This is an optimization exercise on Yosys and OpenROAD, whose aim is small area, a short achievable clock period and few clock cycles, not a production implementation. In this exercise RTL edits were held to simulation tests only and were not proved equivalent to the original.

// M1
module M1 (
   input  logic         Clock,
   input  logic         Resetn,
   input  logic         start,
   output logic         done,
   input  logic  [15:0] SRAM_read_data,
   output logic  [17:0] SRAM_address,
   output logic  [15:0] SRAM_write_data,
   output logic         SRAM_we_n
);
Size in the first run: ~2400 cells after synthesis, ~55 I/O pins, ~28000 um^2 of cells after synthesis.
==> flow/config.mk <==
export PLATFORM = sky130hd
export DESIGN_NAME = M1
export DESIGN_NICKNAME = M1
export VERILOG_FILES = /design/flow/design.v
export SDC_FILE = /design/flow/constraint.sdc
export NUM_CORES = 4
export LEC_CHECK = 0
export ABC_CLOCK_PERIOD_IN_PS = 4000
export CAP_MARGIN = 20
export CORE_MARGIN = 2
export CORE_UTILIZATION = 55
export SETUP_SLACK_MARGIN = 5
export SLEW_MARGIN = 20
export SYNTH_HIERARCHICAL = 1
==> flow/constraint.sdc <==
create_clock -name core_clock -period 14.0 [get_ports {Clock}]
set_input_delay 2.8000 -clock core_clock [delete_from_list [all_inputs] [get_ports {Clock}]]
set_output_delay 2.8000 -clock core_clock [all_outputs]
set_load 0.01 [all_outputs]
standard.sh (not shown) runs the stock make flow with config.mk's settings and CLKGATE_MAP_FILE= SYNTH_SCRIPT=/design/flow/synth_recipe.tcl, a recipe that flattens the netlist after the stock synthesis.
==> flow/flow/run.sh <==
#!/bin/bash
set -euo pipefail
bash standard.sh SETUP_SLACK_MARGIN=10 finish > standard_make.log 2>&1
Testbench counts at the start, summed over its fixed seeds: cycles 432,900.
Then changed:
--- a/flow/design.v
+++ b/flow/design.v
@@ -16,28 +16,30 @@
 localparam [1:0] S_IDLE = 2'd0, S_FILL = 2'd1, S_RUN = 2'd2;
 logic [1:0]  state;
 logic [2:0]  ph;         
 logic [6:0]  mc;         
 logic [13:0] YP;         
 logic [12:0] CP;         
 logic [15:0] WP;         
 logic [7:0]  win [0:19];
 logic [7:0]  UB;
 logic [15:0] VB;
 logic [15:0] Yr;
-logic [7:0]  Up, Vp, B0h;
+logic [7:0]  Vp, B0h;
 logic [8:0]  ps0, ps1, ps2, ps3, ps4;
 logic [9:0]  ps24;
 logic [8:0]  fs0, fs1, fs3, fs4;
 logic [9:0]  fs24;
-logic [21:0] Fs, FrowA, FrowB, FrA, FrB;
+logic [12:0] Flo;
+logic [9:0]  FhA, FhB, FqA, FqB, Fs;
+logic        Fq12;
 logic [7:0]  Fc;
 assign ps0 = {1'b0, win[1]} + {1'b0, win[19]};
 assign ps1 = {1'b0, win[3]} + {1'b0, win[17]};
 assign ps2 = {1'b0, win[5]} + {1'b0, win[15]};
 assign ps3 = {1'b0, win[7]} + {1'b0, win[13]};
 assign ps4 = {1'b0, win[9]} + {1'b0, win[11]};
 assign ps24 = {1'b0, ps2} + {1'b0, ps4};
 always_ff @(posedge Clock) begin
    fs0 <= ps0;
    fs1 <= ps1;
    fs3 <= ps3;
@@ -158,42 +160,45 @@
 m1_fa u_fl175 (.a(fl141), .b(fl104), .c(fl140), .s(fl175), .co(fl176));
 m1_fa u_fl177 (.a(fl143), .b(fl108), .c(fl142), .s(fl177), .co(fl178));
 m1_fa u_fl179 (.a(fl145), .b(fl112), .c(fl144), .s(fl179), .co(fl180));
 m1_fa u_fl181 (.a(fl147), .b(fl116), .c(fl146), .s(fl181), .co(fl182));
 assign fl183 = ~(fl149 ^ fl148);
 assign fl184 = fl149 | fl148;
 assign fl185 = ~(fl151 ^ fl150);
 assign fl186 = fl151 | fl150;
 m1_fa u_fl187 (.a(fs4[7]), .b(fl122), .c(fl152), .s(fl187), .co(fl188));
 assign fl189 = ~fs4[8];
 assign fl190 = fs4[8];
-assign FrowA = {1'b1, 1'b1, fl189, fl187, fl185, fl183, fl181, fl179, fl177, fl175, fl173, fl171, fl169, fl167, fl165, fl163, fl161, fl159, fl157, fl155, fl153, nfs24[0]};
-assign FrowB = {1'b0, fl190, fl188, fl186, fl184, fl182, fl180, fl178, fl176, fl174, fl172, fl170, fl168, fl166, fl164, fl162, fl160, fl158, fl156, fl154, 1'b1, 1'b1};
+assign Flo = {1'b0, {fl173, fl171, fl169, fl167, fl165, fl163, fl161, fl159, fl157, fl155, fl153, nfs24[0]}} + {1'b0, {fl172, fl170, fl168, fl166, fl164, fl162, fl160, fl158, fl156, fl154, 1'b1, 1'b1}};
+assign FhA = {1'b1, 1'b1, fl189, fl187, fl185, fl183, fl181, fl179, fl177, fl175};
+assign FhB = {1'b0, fl190, fl188, fl186, fl184, fl182, fl180, fl178, fl176, fl174};
 always_ff @(posedge Clock) begin
-   FrA <= FrowA;
-   FrB <= FrowB;
+   FqA <= FhA;
+   FqB <= FhB;
+   Fq12 <= Flo[12];
 end
-assign Fs = FrA + FrB;
-assign Fc = Fs[21] ? 8'h00 : Fs[20] ? 8'hFF : Fs[19:12];
+assign Fs = FqA + FqB + {9'd0, Fq12};
+assign Fc = Fs[9] ? 8'h00 : Fs[8] ? 8'hFF : Fs[7:0];
 logic        odd_sel;
 logic [7:0]  Yi, Ui, Vi;
 logic [15:0] Rlo, Glo, Blo;
 logic [9:0]  RhA, RhB, GhA, GhB, RqA, RqB, GqA, GqB;
 logic [10:0] BhA, BhB, BqA, BqB;
 logic        Rq15, Gq15, Bq15;
 logic [9:0]  Rr, Gr;
 logic [10:0] Br;
 logic [7:0]  Rc, Gc, Bc;
 always_ff @(posedge Clock) begin
    Yi <= odd_sel ? Yr[7:0] : Yr[15:8];
-   Ui <= odd_sel ? Up : win[8];
+   if (!odd_sel) Ui <= win[8];
+   else if (up_ld) Ui <= Fc;        
    Vi <= odd_sel ? Vp : win[7];
 end
 logic [7:0]  nYi, nUi, nVi;
 assign nYi = ~Yi;
 assign nUi = ~Ui;
 assign nVi = ~Vi;
 logic px1, px2, px3, px4, px5, px6, px7, px8, px9, px10, px11, px12, px13, px14, px15, px16;
 logic px17, px18, px19, px20, px21, px22, px23, px24, px25, px26, px27, px28, px29, px30, px31, px32;
 logic px33, px34, px35, px36, px37, px38, px39, px40, px41, px42, px43, px44, px45, px46, px47, px48;
 logic px49, px50, px51, px52, px53, px54, px55, px56, px57, px58, px59, px60, px61, px62, px63, px64;
 logic px65, px66, px67, px68, px69, px70, px71, px72, px73, px74, px75, px76, px77, px78, px79, px80;
@@ -641,23 +646,22 @@
       default: sh_in = win[18];
    endcase
 end
 always_ff @(posedge Clock) begin
    if (sh != SH_NONE) begin
       for (int i = 0; i < 19; i++) win[i] <= win[i+1];
       win[19] <= sh_in;
    end
    if (ub_ld) UB <= SRAM_read_data[7:0];
    if (vb_ld) VB <= SRAM_read_data;
    if (y_ld)  Yr <= SRAM_read_data;
-   if (up_ld) Up <= Fc;
    if (vp_ld) Vp <= Fc;
    B0h <= Bc;
    case (ph)
       3'd1:    SRAM_write_data <= {Rc, Gc};
       3'd2:    SRAM_write_data <= {B0h, Rc};
       default: SRAM_write_data <= {Gc, Bc};
    endcase
 end
 always_ff @(posedge Clock or negedge Resetn) begin
    if (~Resetn) begin
       state <= S_IDLE;
Outcome: The changed run completed without violations. Via count came out lower by 1.6%. Worst hold slack stays flat. Setup slack gains 15 ps. Fmax came out higher by 0.36%. Routed wire length came out lower by 1.9%. Design area came out lower by 1.9%. Global-route usage came out higher by 0.41 points. Register-to-register slack loses 130 ps. Non-clock buffer count came out lower by 3. Utilization stays flat.
Testbench counts after the change, summed over its fixed seeds: cycles 432,900.

==> re-timing with driven ports <==
In the flow no input, the clock included, has a driving cell. The finished layouts below were timed again as built, in two steps. Step 1: set_driving_cell puts a clkbuf_16 on Clock and a buf_2 on each other input, an assumption about the parent block. Step 2 times the ports against the registers' clock, not the clock port: input delays grow and output delays shrink by t, the midpoint of the rising clock arrivals with the driver on. Slacks: ideal / step 1 / step 2; pairs: ideal / step 1.
| run | t (ns) | slack for setup (ns) | worst setup path after step 2 | worst data-port slew with drivers (ns) | cell pins on the clock port's net |
|---|---|---|---|---|---|
| the first run | 0.667 | 9.966 / 9.905 / 9.719 | input to register | 0.05 | 1 |
| the second run | 0.651 | 9.981 / 9.922 / 9.541 | input to register | 0.03 | 1 |
After both steps every run listed still meets setup and hold. The setup slack of the second run, which loses most, moves by -0.059 ns with the drivers and by -0.440 ns with both steps.
